Background: an optimization exercise with open tools, aiming at small area and a short achievable clock period. Do not read the settings as production practice.
Only simulation tests tie the RTL to the original design; equivalence was not proved.
The clock input has no modelled driver; a real chip could not lean on it and would need a root buffer or a full tree.
No activity file was given, so power comes from the tool's default toggle rates.

==> flow/design.v <==
`timescale 1ns/1ps
module sync_fifo #(
    parameter WIDTH = 32,
    parameter DEPTH = 8
)(
    input wire clk,
    input wire rst,
    input wire wr_en,
    input wire rd_en,
    input wire [WIDTH-1:0] din,
    output reg [WIDTH-1:0] dout,
    output reg full,
    output wire empty
);
    reg [WIDTH-1:0] mem [0:7];
    reg [7:0] wen_q;    
    wire [7:0] wen = wen_q ^ 8'd1;
    reg [7:0] rsel_q;   
    wire [7:0] rsel = rsel_q ^ 8'd1;
    reg full_i, nempty_i, nempty_o;
    assign empty = ~nempty_o;
    wire wr_acc = wr_en & ~full_i;
    wire rd_acc = rd_en & nempty_i;
    wire n7 = |(wen & {rsel[0], rsel[7:1]});
    wire n1 = |(rsel & {wen[0], wen[7:1]});
    wire full_nx = (full_i & ~rd_acc) | (wr_acc & ~rd_acc & n7);
    wire [8:0] sel = {~rd_acc, rsel & {8{rd_acc}}};
    wire [WIDTH-1:0] rdata;
    genvar b, w;
    generate
        for (b = 0; b < WIDTH; b = b + 1) begin : g_rd
            sync_fifo_rdbit u_rd (
                .sel(sel),
                .d({dout[b], mem[7][b], mem[6][b], mem[5][b], mem[4][b],
                    mem[3][b], mem[2][b], mem[1][b], mem[0][b]}),
                .y(rdata[b])
            );
        end
        for (w = 0; w < 8; w = w + 1) begin : g_wr
            always @(posedge clk) begin
                if (wen[w])
                    mem[w] <= din;
            end
        end
    endgenerate
    always @(posedge clk or posedge rst) begin
        if (rst) begin
            wen_q    <= 8'd0;
            rsel_q   <= 8'd0;
            full_i   <= 1'b0;
            nempty_i <= 1'b0;
            full     <= 1'b0;
            nempty_o <= 1'b0;
            dout     <= {WIDTH{1'b0}};
        end else begin
            dout <= rdata;
            wen_q <= ({8{~full_nx}} &
                     ({8{full_i}} & rsel | (wr_acc ? {wen[6:0], wen[7]} : wen))) ^ 8'd1;
            if (rd_acc) rsel_q <= {rsel[6:0], rsel[7]} ^ 8'd1;
            full_i   <= full_nx;
            nempty_i <= (nempty_i | wr_acc) & ~(rd_acc & ~wr_acc & n1);
            full     <= ~rd_acc & (full_i | (wr_acc & n7));
            nempty_o <= wr_acc | (nempty_i & ~(rd_acc & n1));
        end
    end
endmodule
module sync_fifo_rdbit (
    input wire [8:0] sel,
    input wire [8:0] d,
    output wire y
);
    wire [2:0] n;
    sync_fifo_aoi222 u_a (.s(sel[2:0]), .d(d[2:0]), .y(n[0]));
    sync_fifo_aoi222 u_b (.s(sel[5:3]), .d(d[5:3]), .y(n[1]));
    sync_fifo_aoi222 u_c (.s(sel[8:6]), .d(d[8:6]), .y(n[2]));
    sync_fifo_nand3 u_n (.a(n), .y(y));
endmodule
module sync_fifo_aoi222 (
    input wire [2:0] s,
    input wire [2:0] d,
    output wire y
);
    assign y = ~|(s & d);
endmodule
module sync_fifo_nand3 (
    input wire [2:0] a,
    output wire y
);
    assign y = ~&a;
endmodule
export LEC_CHECK = 0
export CAP_MARGIN = 20
export CORE_MARGIN = 2
export CORE_UTILIZATION = 40
export PLACE_DENSITY = 0.45
export SETUP_SLACK_MARGIN = 1.33
export SLEW_MARGIN = 20
export SYNTH_HIERARCHICAL = 1
create_clock -name core_clock -period 3.0 [get_ports {clk}]
standard.sh (not shown) runs the stock make flow with config.mk's settings and CLKGATE_MAP_FILE= SYNTH_SCRIPT=/design/flow/synth_recipe.tcl, a recipe that flattens the netlist after the stock synthesis.
==> flow/flow/run.sh <==
#!/bin/bash
# Own layout flow: the standard ORFS flow (standard synthesis unchanged),
# with
#  - the port buffers made as buf_1 cells instead of the default delay buffers;
#  - clock tree synthesis without dummy loads, in clusters of up to 30 sinks;
#  - after CTS, the branch level of the clock tree removed (collapse_clock.tcl),
#    so every register sees the root buffer and one leaf buffer; the CTS
#    step's timing repair then runs on the collapsed tree.
# make's output goes to make_finish.log; each step's own log is under orfs/logs.
set -euo pipefail
cd "$(dirname "$0")/.."
here=$(pwd)
bash standard.sh \
  "BUFFER_PORTS_ARGS=-buffer_cell sky130_fd_sc_hd__buf_1" \
  "CTS_ARGS=-sink_clustering_enable -repair_clock_nets -dont_use_dummy_load -sink_clustering_size 30 -sink_clustering_max_diameter 150" \
  "POST_CTS_TCL=$here/flow/collapse_clock.tcl" \
  "SKIP_CTS_REPAIR_TIMING=1" \
  finish > make_finish.log 2>&1
==> flow/flow/collapse_clock.tcl <==
# POST_CTS hook (with SKIP_CTS_REPAIR_TIMING=1): collapse the clock tree to two buffer levels. Every clock
# buffer that the root buffer drives and that drives only other clock
# buffers is removed, and its loads are moved onto the root buffer's net.
# All registers keep the same number of buffers (two) between them and the
# clock port, so the tree stays balanced; only the insertion delay drops.
proc my_collapse_clock_tree {} {
  set block [ord::get_db_block]
  set removed 0
  set port [$block findBTerm clk]
  set clknet [$port getNet]
  foreach rit [$clknet getITerms] {
    set root [$rit getInst]
    set rootout ""
    foreach it [$root getITerms] { if {[$it isOutputSignal]} { set rootout [$it getNet] } }
    if {$rootout eq ""} { continue }
    foreach it [$rootout getITerms] {
      set mid [$it getInst]
      if {$mid eq $root} { continue }
      if {![string match "*clkbuf*" [[$mid getMaster] getName]]} { continue }
      set midout ""
      foreach mit [$mid getITerms] { if {[$mit isOutputSignal]} { set midout $mit } }
      if {$midout eq ""} { continue }
      set onet [$midout getNet]
      set all_bufs 1
      foreach lit [$onet getITerms] {
        if {$lit eq $midout} { continue }
        if {![string match "*clkbuf*" [[[$lit getInst] getMaster] getName]]} { set all_bufs 0 }
      }
      if {!$all_bufs} { continue }
      foreach lit [$onet getITerms] {
        if {$lit eq $midout} { continue }
        $lit disconnect
        $lit connect $rootout
      }
      $midout disconnect
      $it disconnect
      odb::dbInst_destroy $mid
      odb::dbNet_destroy $onet
      incr removed
    }
  }
  puts "my_collapse_clock_tree: removed $removed clock buffers"
}
my_collapse_clock_tree
estimate_parasitics -placement
report_clock_latency -clock [all_clocks]

# The CTS step's own timing repair is skipped (SKIP_CTS_REPAIR_TIMING=1) so
# that it runs here, on the collapsed tree, as cts.tcl would run it.
repair_timing_helper
set result [catch { detailed_placement } msg]
if { $result != 0 } {
  error "Detailed placement failed after the clock tree collapse: $msg"
}
check_placement -verbose
The starting point finished clean.
Then changed:
--- a/flow/flow/run.sh
+++ b/flow/flow/run.sh
@@ -5,6 +5,5 @@
 #  - clock tree synthesis without dummy loads, in clusters of up to 30 sinks;
 #  - after CTS, the branch level of the clock tree removed (collapse_clock.tcl),
-#    so every register sees the root buffer and one leaf buffer; the CTS
-#    step's timing repair then runs on the collapsed tree.
+#    so every register sees the root buffer and one leaf buffer.
 # make's output goes to make_finish.log; each step's own log is under orfs/logs.
 set -euo pipefail
@@ -15,4 +14,3 @@
   "CTS_ARGS=-sink_clustering_enable -repair_clock_nets -dont_use_dummy_load -sink_clustering_size 30 -sink_clustering_max_diameter 150" \
   "POST_CTS_TCL=$here/flow/collapse_clock.tcl" \
-  "SKIP_CTS_REPAIR_TIMING=1" \
   finish > make_finish.log 2>&1
--- a/flow/flow/collapse_clock.tcl
+++ b/flow/flow/collapse_clock.tcl
@@ -1,3 +1,3 @@
-# POST_CTS hook (with SKIP_CTS_REPAIR_TIMING=1): collapse the clock tree to two buffer levels. Every clock
+# POST_CTS hook: collapse the clock tree to two buffer levels. Every clock
 # buffer that the root buffer drives and that drives only other clock
 # buffers is removed, and its loads are moved onto the root buffer's net.
@@ -45,11 +45,2 @@
 estimate_parasitics -placement
 report_clock_latency -clock [all_clocks]
-
-# The CTS step's own timing repair is skipped (SKIP_CTS_REPAIR_TIMING=1) so
-# that it runs here, on the collapsed tree, as cts.tcl would run it.
-repair_timing_helper
-set result [catch { detailed_placement } msg]
-if { $result != 0 } {
-  error "Detailed placement failed after the clock tree collapse: $msg"
-}
-check_placement -verbose
PLACE_DENSITY = not set   (was 0.45)
=> Clock-buffer cell count does not change. Wire length decreases by 6.1%. Worst setup slack got worse by 0.028 ns. First-iteration DRC count grows by 36%. Critical path depth came out lower by 1.
Then changed:
SETUP_SLACK_MARGIN = 1.36   (was 1.33)
Result:
- The new run ran to the end with no violations
- wire length rose by a few percent
- non-clock buffer count rose by 2
- maximum frequency rose slightly
- total power rose by a few percent
Then changed:
--- a/flow/flow/run.sh
+++ b/flow/flow/run.sh
@@ -5,5 +5,8 @@
 #  - clock tree synthesis without dummy loads, in clusters of up to 30 sinks;
 #  - after CTS, the branch level of the clock tree removed (collapse_clock.tcl),
-#    so every register sees the root buffer and one leaf buffer.
+#    so every register sees the root buffer and one leaf buffer; the CTS
+#    step's timing repair then runs on the collapsed tree;
+#  - at floorplan, synthesis buffers removed instead of a timing repair on
+#    the unplaced netlist.
 # make's output goes to make_finish.log; each step's own log is under orfs/logs.
 set -euo pipefail
@@ -14,3 +17,5 @@
   "CTS_ARGS=-sink_clustering_enable -repair_clock_nets -dont_use_dummy_load -sink_clustering_size 30 -sink_clustering_max_diameter 150" \
   "POST_CTS_TCL=$here/flow/collapse_clock.tcl" \
+  "SKIP_CTS_REPAIR_TIMING=1" \
+  "REMOVE_ABC_BUFFERS=1" \
   finish > make_finish.log 2>&1
--- a/flow/flow/collapse_clock.tcl
+++ b/flow/flow/collapse_clock.tcl
@@ -1,3 +1,3 @@
-# POST_CTS hook: collapse the clock tree to two buffer levels. Every clock
+# POST_CTS hook (with SKIP_CTS_REPAIR_TIMING=1): collapse the clock tree to two buffer levels. Every clock
 # buffer that the root buffer drives and that drives only other clock
 # buffers is removed, and its loads are moved onto the root buffer's net.
@@ -45,2 +45,11 @@
 estimate_parasitics -placement
 report_clock_latency -clock [all_clocks]
+
+# The CTS step's own timing repair is skipped (SKIP_CTS_REPAIR_TIMING=1) so
+# that it runs here, on the collapsed tree, as cts.tcl would run it.
+repair_timing_helper
+set result [catch { detailed_placement } msg]
+if { $result != 0 } {
+  error "Detailed placement failed after the clock tree collapse: $msg"
+}
+check_placement -verbose
SETUP_SLACK_MARGIN = 1.33   (was 1.36)
Sequential share of layout area came out higher by 1.2 points.
Final area drops slightly.
Global-route usage goes down by 1.1 points.
Final cell count fell slightly.
Non-clock buffer count came out lower by 12.
Power decreases by a few percent.
Utilization drops by 0.82 points.
Then changed:
--- a/flow/flow/run.sh
+++ b/flow/flow/run.sh
@@ -6,7 +6,5 @@
 #  - after CTS, the branch level of the clock tree removed (collapse_clock.tcl),
 #    so every register sees the root buffer and one leaf buffer; the CTS
-#    step's timing repair then runs on the collapsed tree;
-#  - at floorplan, synthesis buffers removed instead of a timing repair on
-#    the unplaced netlist.
+#    step's timing repair then runs on the collapsed tree.
 # make's output goes to make_finish.log; each step's own log is under orfs/logs.
 set -euo pipefail
@@ -18,4 +16,3 @@
   "POST_CTS_TCL=$here/flow/collapse_clock.tcl" \
   "SKIP_CTS_REPAIR_TIMING=1" \
-  "REMOVE_ABC_BUFFERS=1" \
   finish > make_finish.log 2>&1
CORE_UTILIZATION = 55   (was 40)
Utilization goes up by 18 points. Cell area rose slightly. Worst setup slack loses 0.025 ns. Synthesized area does not change.
Then changed:
CORE_UTILIZATION = 40   (was 55)
SETUP_SLACK_MARGIN = 1.36   (was 1.33)
TNS_END_PERCENT = 0   (was not set)
Effect: Sequential power hardly moves; design area barely changes; wire length is higher by 3.0%; power is lower by about 0.6%; worst setup slack gains 0.014 ns; first-iteration DRC count is higher by about 17%; core utilization is lower by 18 points.

==> port drivers added, routing unchanged <==
How much do the figures lean on ideal ports? The routed layouts below were timed once more, with nothing changed but the port constraints.
Step 1 (the two cells are an assumption about what drives the block):
set clk [get_ports {clk}]
set_driving_cell -lib_cell sky130_fd_sc_hd__clkbuf_16 $clk
set_driving_cell -lib_cell sky130_fd_sc_hd__buf_2 [delete_from_list [all_inputs] $clk]
Step 2 moves the port delays by t, midway between the first and last clock arrival at a register: inputs arrive t later, outputs are due t later. That takes back most of the time a late clock gives input paths.
Slacks: no drivers / after step 1 / after step 2; pairs: no drivers / after step 1.
| run | t (ns) | setup slack, ns | worst register clock-pin slew, ns | worst slew at a driven data input, ns |
|---|---|---|---|---|
| the first run | 0.461 | 1.378 / 1.336 / 1.031 | 0.11 / 0.11 | 0.08 |
| the second run | 0.457 | 1.350 / 1.327 / 0.994 | 0.12 / 0.12 | 0.07 |
| the third run | 0.463 | 1.366 / 1.322 / 1.007 | 0.11 / 0.11 | 0.07 |
| the fourth run | 0.456 | 1.362 / 1.316 / 1.008 | 0.11 / 0.11 | 0.08 |
| the fifth run | 0.456 | 1.337 / 1.335 / 0.971 | 0.11 / 0.11 | 0.05 |
| the sixth run | 0.461 | 1.351 / 1.316 / 0.972 | 0.12 / 0.12 | 0.07 |
After both steps setup and hold are still met in every run listed. For the sixth run, which loses most, drivers alone change the setup slack by -0.035 ns; drivers and shift together by -0.379 ns.
